Background: an optimization exercise with open tools, aiming at small area. Do not read the settings as production practice. In this exercise RTL edits were held to simulation tests only and were not proved equivalent to the original.

==> flow/design.v, too long to show whole: its modules and the start of the top module <==
// module Top: 48 lines
// module vgac: 48 lines
// module ground: 34 lines
// module ground_rom: 784 lines
// module cloud: 80 lines
// module cloud_rom: 86 lines
// module dinosaur: 65 lines
// module dino_rom: 74 lines
// module bird_cactus: 97 lines
// module obs_rom: 73 lines
// module gameover: 360 lines
// module night: 37 lines
// module ctrl: 52 lines
// module grade: 41 lines
// module speedup: 28 lines
// module Load_Gen: 13 lines
module Top(
    input clk,
    input rst,
    input key_jump,
    input key_low,
    input key_restart,
    output hs,
    output vs,
    output [3:0] r,
    output [3:0] g,
    output [3:0] b,
    output [15:0] score
  );
  // ...
==> flow/run.sh <==
#!/bin/bash
# synth_recipe.tcl (not shown) runs the flow's synth.tcl, then flattens the netlist and writes it again
# the make line also repeats each setting of config.mk as NAME=value (left out here)
make -C /OpenROAD-flow-scripts/flow DESIGN_CONFIG=/design/flow/config.mk WORK_HOME=/design/flow/orfs CLKGATE_MAP_FILE= SYNTH_SCRIPT=/design/flow/synth_recipe.tcl finish
==> flow/config.mk <==
export PLATFORM = sky130hd
export DESIGN_NAME = Top
export DESIGN_NICKNAME = Top
export VERILOG_FILES = /design/flow/design.v
export SDC_FILE = /design/flow/constraint.sdc
export NUM_CORES = 4
export LEC_CHECK = 0
export ABC_AREA = 1
export CAP_MARGIN = 20
export CORE_MARGIN = 2
export CORE_UTILIZATION = 40
export SLEW_MARGIN = 20
export SYNTH_MEMORY_MAX_BITS = 131072
==> flow/constraint.sdc <==
create_clock -name core_clock -period 25.0 [get_ports {clk}]
set_input_delay 5.0000 -clock core_clock [delete_from_list [all_inputs] [get_ports {clk}]]
set_output_delay 5.0000 -clock core_clock [all_outputs]
set_load 0.01 [all_outputs]
==> run notes, run 1 <==
status=timing/DRC/antenna clean; Hold Path Class=register to register; met2 GRT Util=about 59%; count leader, synth=nand2_1; fin util=between 40% and 50%; first-pass GRT wire length=~360,000 um; met3 routed WL=28,500 um; Syn. warnings=16; final period utilization=69.1%; vias after detailed routing=59,700; Reg2Reg Capture Point=cld.random[9]; die width=353 um; Critical Path Sink=cld.random[9]; Max stage delay on crit path=between 500 and 600 ps; final setup fails=0; H-tree lvl count=2; syn_nets=around 8,500; final cell count without fillers=9,710; Final #Nets=8,473; Gates resized, CTS repair=0; Seq Cell Count=355; Crit. Startpoint=cld.random[1]; layout cell share with drive strength beyond 1=5.20%; Starting DRT DRC Count=8,565; DRC viols=0; worst setup margin=7730 ps; CTS tree=built; fin. max-slew vios=0; routed len/inst=roughly 26 um; top cells by area, synth=dfxtp_1 (13%), nand2_1 (11%), ha_1 (9.9%); count of buffer and inverter cells on the critical path=20; Cell Area, Synth=48,700 um^2; Synth top area share=between 10% and 20%; Synth area leader=dfxtp_1; #FFs+latches synth=355
==> run 2: changes to the inputs <==
==> flow/flow/run.sh (new file) <==
#!/bin/bash
# Own layout flow: the standard synthesis (unchanged), then only the
# combinational cells re-mapped for area with a stronger ABC script (every
# register cell kept with its name and type), then the standard layout
# from the floorplan on. Each tool's output goes to a log file here.
set -euo pipefail
W=$(pwd)
bash standard.sh synth > "$W/log_1_standard_synth.txt" 2>&1
R="$W/orfs/results/$FLOW_PLATFORM/Top/base"
cp "$R/1_2_yosys.v" "$W/standard_1_2_yosys.v"
YOSYS="$FLOW_HOME/../tools/install/yosys/bin/yosys"
[ -x "$YOSYS" ] || YOSYS=yosys
LIB="$FLOW_HOME/platforms/$FLOW_PLATFORM/lib/sky130_fd_sc_hd__tt_025C_1v80.lib" \
IN="$W/standard_1_2_yosys.v" OUTDIR="$W" TOP="$FLOW_TOP" ABCSCRIPT="$W/flow/area.abc" \
  "$YOSYS" -c "$W/flow/reabc.tcl" > "$W/log_2_reabc.txt" 2>&1
LIB="$FLOW_HOME/platforms/$FLOW_PLATFORM/lib/sky130_fd_sc_hd__tt_025C_1v80.lib" \
IN="$W/reabc.v" TOP="$FLOW_TOP" "$YOSYS" -c "$W/flow/check.tcl" > "$W/log_2b_check.txt" 2>&1
cp "$W/reabc.v" "$R/1_2_yosys.v"
touch "$R/1_2_yosys.v"
bash standard.sh finish > "$W/log_3_layout.txt" 2>&1
==> flow/flow/area.abc (new file) <==
strash; &get -n; &dc2; &dc2; &put; dch -f; map -a; topo
==> flow/flow/check.tcl (new file) <==
# Fresh read of the re-mapped netlist: every cell a library cell, nothing undriven.
yosys -import
read_liberty -lib $::env(LIB)
read_verilog $::env(IN)
hierarchy -top $::env(TOP)
check -assert -mapped
==> flow/flow/reabc.tcl (new file) <==
# Re-map the combinational logic of the standard synthesis netlist for area.
# Register cells (and tie cells) are kept as they are, with their names.
yosys -import
set lib $::env(LIB)
read_liberty -ignore_miss_func $lib
read_verilog -defer $::env(IN)
hierarchy -top $::env(TOP)
blackbox sky130_fd_sc_hd__df* sky130_fd_sc_hd__edf* sky130_fd_sc_hd__sdf* sky130_fd_sc_hd__dl* sky130_fd_sc_hd__conb_1
flatten
opt_clean -purge
tee -o $::env(OUTDIR)/reabc_pre_stat.txt stat
abc -script $::env(ABCSCRIPT) -liberty $lib -dont_use sky130_fd_sc_hd__probe_p_8 -dont_use sky130_fd_sc_hd__probec_p_8 -dont_use sky130_fd_sc_hd__lpflow_*
opt_clean -purge
hilomap -singleton -hicell sky130_fd_sc_hd__conb_1 HI -locell sky130_fd_sc_hd__conb_1 LO
splitnets
opt_clean -purge
insbuf -buf sky130_fd_sc_hd__buf_4 A X

tee -o $::env(OUTDIR)/reabc_stat.txt stat -liberty $lib
write_verilog -noattr -nohex -nodec $::env(OUTDIR)/reabc.v
==> flow/standard.sh (new file) <==
#!/bin/bash
# synth_recipe.tcl (not shown) runs the flow's synth.tcl, then flattens the netlist and writes it again
# the make line also repeats each setting of config.mk as NAME=value (left out here)
make -C /OpenROAD-flow-scripts/flow DESIGN_CONFIG=/design/flow/config.mk WORK_HOME=/design/flow/orfs CLKGATE_MAP_FILE= SYNTH_SCRIPT=/design/flow/synth_recipe.tcl "${@:-finish}"
removed: flow/run.sh
==> run notes, run 2 <==
status=timing/DRC/antenna clean (unchanged); Die Span Y=314 um (was 353 um); I/O pin total=35 (unchanged); number of global-route vias before repair=49,100 (was 55,000); biggest regs=bc.count x21, cld.cnt x21, gnd.cnt x21 (unchanged); final setup fails=0 (unchanged); most frequent CP cell=nor2_1 (was nand2_1); Worst Hold Launch=lg.old_btn (unchanged); FP Rows=113 (was 128); DP HPWL=168,000 um (was 187,000 um); maximum clock frequency=0.0742 GHz (was 0.0579 GHz); initial antenna violation count=17 (was 12); die width=314 um (was 353 um); Multi-input gate area=26,700 um^2 (was 35,400 um^2); critical path capture point type=register (unchanged); Hold Path Class=register to register (unchanged); Initial Utilization=40.4% (was 40.1%); Reg2Reg Capture Point=cld.random[9] (unchanged); commonest cells after routing, fill and taps aside=nor2_1 (1,675), clkinv_1 (1,063), nand2_1 (987) (was nand2_1 (1,464), inv_1 (1,181), nor2_1 (1,078)); RSZ-0062 raised after global routing=no (unchanged); worst-margin pin slew=1400 ps (was 1290 ps); drt pass-1 iters=8 (was 9); layout cell share with drive strength beyond 1=4.66% (was 5.20%); CP Class=register to register (unchanged); Max stage delay on crit path=690 ps (was 570 ps); hold buffers post-CTS=0 (unchanged); Starting DRT DRC Count=8,525 (was 8,565); Slowest cell on crit path=a21oi_1 (was edfxtp_1); total of max-cap violations=0 (unchanged); Tmin final=13,480 ps (was 17,270 ps); Final #Nets=7,078 (was 8,473); Port-buffer cells=34 (unchanged); fin. max-slew vios=0 (unchanged); final clock skew=36.7 ps (was 68.6 ps); die footprint=98,500 um^2 (was 125,000 um^2); GRT Total Usage=43.9% (was 38.3%); overflow left after global routing=0 (unchanged); Worst-path clk slew=60 ps (about the same); worst reg-to-reg path cell count=78 (was 113); count of buffer and inverter cells on the critical path=14 (was 20); DRC viols=0 (unchanged); Skew-Pair Late Insertion Delay=580 ps (was 650 ps); Setup TNS=0 ps (unchanged); Gates resized, CTS repair=0 (unchanged); H-tree lvl count=2 (unchanged); routed len/inst=26.8 um (was 25.7 um); syn_nets=6,870 (was 8,537); Routed Antenna Nets=0 (unchanged); CTS root buffer=clkbuf_16 (unchanged); Hold EP=lg.Load_out (unchanged); CTS max path bufs=3 (unchanged); CTS tree=built (unchanged); post-CTS setup buffers=0 (unchanged); R2R Setup Slk=11,520 ps (was 7730 ps); Hold Fails Final Rpt=0 (unchanged); CP top delay family=simple AND/OR/NAND/NOR gates (unchanged); final period utilization=53.9% (was 69.1%); Setup crit start kind=register (unchanged); Sink Count=355 (unchanged); CP arrival=13,790 ps (was 17,660 ps); GPL Wtd Cong=1.20 (was 1.12); vias after detailed routing=54,100 (was 59,700); hold path cells=1 (unchanged); commonest non-fill, non-tap cell in the layout=nor2_1 (was nand2_1); Post-Route WL=225,000 um (was 250,000 um); TritonCTS buffer count=38 (was 44); Avg Cell Area, Syn=5.60 um^2 (was 6.01 um^2); Area Growth Syn to Fin=11.0% (was 8.28%); max_slew headroom=5.99% (was 11.5%); CP max FO=10 (was 25); Syn. warnings=16 (unchanged); Syn Inst Count=6,865 (was 8,104); CP required=25,300 ps (was 25,380 ps); Cell Area, Synth=38,400 um^2 (was 48,700 um^2); register area=7580 um^2 (was 7590 um^2); worst reg2reg startpoint=cld.random[9] (was cld.random[1]); # fillers=10,400 (was 13,300); first-pass GRT wire length=326,000 um (was 363,000 um); area of the core=95,200 um^2 (was 121,000 um^2); drt via density=6.45 (was 6.15); largest net degree at the start of global routing=57 (was 51)
run 2: cell types whose count changed in the layout (fill, tap and decap cells not counted), moves of 27 or more:
cell      previous run  this run
nand4_1            127        73
nand3_1            444       263
nor2_1            1078      1675
buf_4              135       162
inv_1             1181         0
clkinv_1            26      1063
inv_2               38         1
nor3b_1             31         3
nand2_1           1464       987
xor2_1             202       118
o21ai_0            600       657
fa_1                41         0
nand2_2             42         0
ha_1               387         0
run 2: layout make-up:
cell class,instances,area share (%)
Multi-Input combinational cell,5419,62.6
Inverter,1063,9.36
Clock inverter,26,0.531
Clock buffer,44,2.31
Antenna cell,17,0.0998
Sequential cell,355,17.8
Timing Repair Buffer,196,3.64
Tap cell,1265,3.71
run 2: metrics by stage:
| stage | instance area, um^2 | instances | worst slack [ps] | hold slack (ps) | utilization [%] |
|---|---|---|---|---|---|
| finish | 42600 | 8385 | 11520 | 403 | 44.8 |
| global placement | 41400 | 8297 | 12420 | 400 | 43.5 |
| floorplan | 38400 | 6865 | 12870 | 372 | - |
| global route | 42600 | 8370 | 10030 | 412 | 44.8 |
| CTS | 42600 | 8367 | 11830 | 408 | 44.8 |
| detailed placement | 41400 | 8297 | 11900 | 396 | 43.5 |
run 2: per-layer routing:
| layer | vias up | global-route usage [%] | wire (um) |
|---|---|---|---|
| met5 | - | 0.435 | 59 |
| met4 | 10 | 25.6 | 17300 |
| met3 | 1162 | 17.7 | 32100 |
| met2 | 4278 | 62.6 | 87900 |
| met1 | 24600 | 55.4 | 87400 |
| li1 | 24100 | - | - |
run 2: worst max path at each step:
stage               cells past startpoint  slack (ps)     startpoint            end
floorplan                              77       12870  cld.random[9]  cld.random[9]
global placement                       79       12420  cld.random[8]  cld.random[9]
detailed placement                     79       11900  cld.random[9]  cld.random[9]
CTS                                    79       11830  cld.random[8]  cld.random[9]
global route                           78       10030  cld.random[9]  cld.random[9]
finish                                 78       11520  cld.random[9]  cld.random[9]
run 2: worst register-to-register path, delay by kind of cell, from the launching register on:
kind                   cells  cell delay (ps)
AND/OR/NAND/NOR           45             6910
AO/OA/AOI/OAI             13             2510
buffers and inverters     14             2180
XOR/XNOR                   6             1230
flip-flops                 1              410

port drivers added, routing unchanged:
How much do the figures lean on ideal ports? The routed layouts below were timed once more, with nothing changed but the port constraints. Step 1 (the two cells are an assumption about what drives the block):
set clk [get_ports {clk}]
set_driving_cell -lib_cell sky130_fd_sc_hd__clkbuf_16 $clk
set_driving_cell -lib_cell sky130_fd_sc_hd__buf_2 [delete_from_list [all_inputs] $clk]
Step 2 adds t to the input delays and takes it off the output delays; t is the mean of the earliest and latest rising clock arrival at the registers after step 1. Input paths then give back, and output paths get back, about the clock's delay inside the block. Slacks: ideal ports / drivers / drivers and shift; pairs: ideal ports / drivers.
| run | t (ns) | setup WS [ns] | hold WS [ns] |
|---|---|---|---|
| run 1 | 0.665 | 7.726 / 7.726 / 7.726 | 0.392 / 0.392 / 0.392 |
| run 2 | 0.625 | 11.517 / 11.517 / 11.517 | 0.403 / 0.403 / 0.403 |
After both steps setup and hold are still met in every run listed.
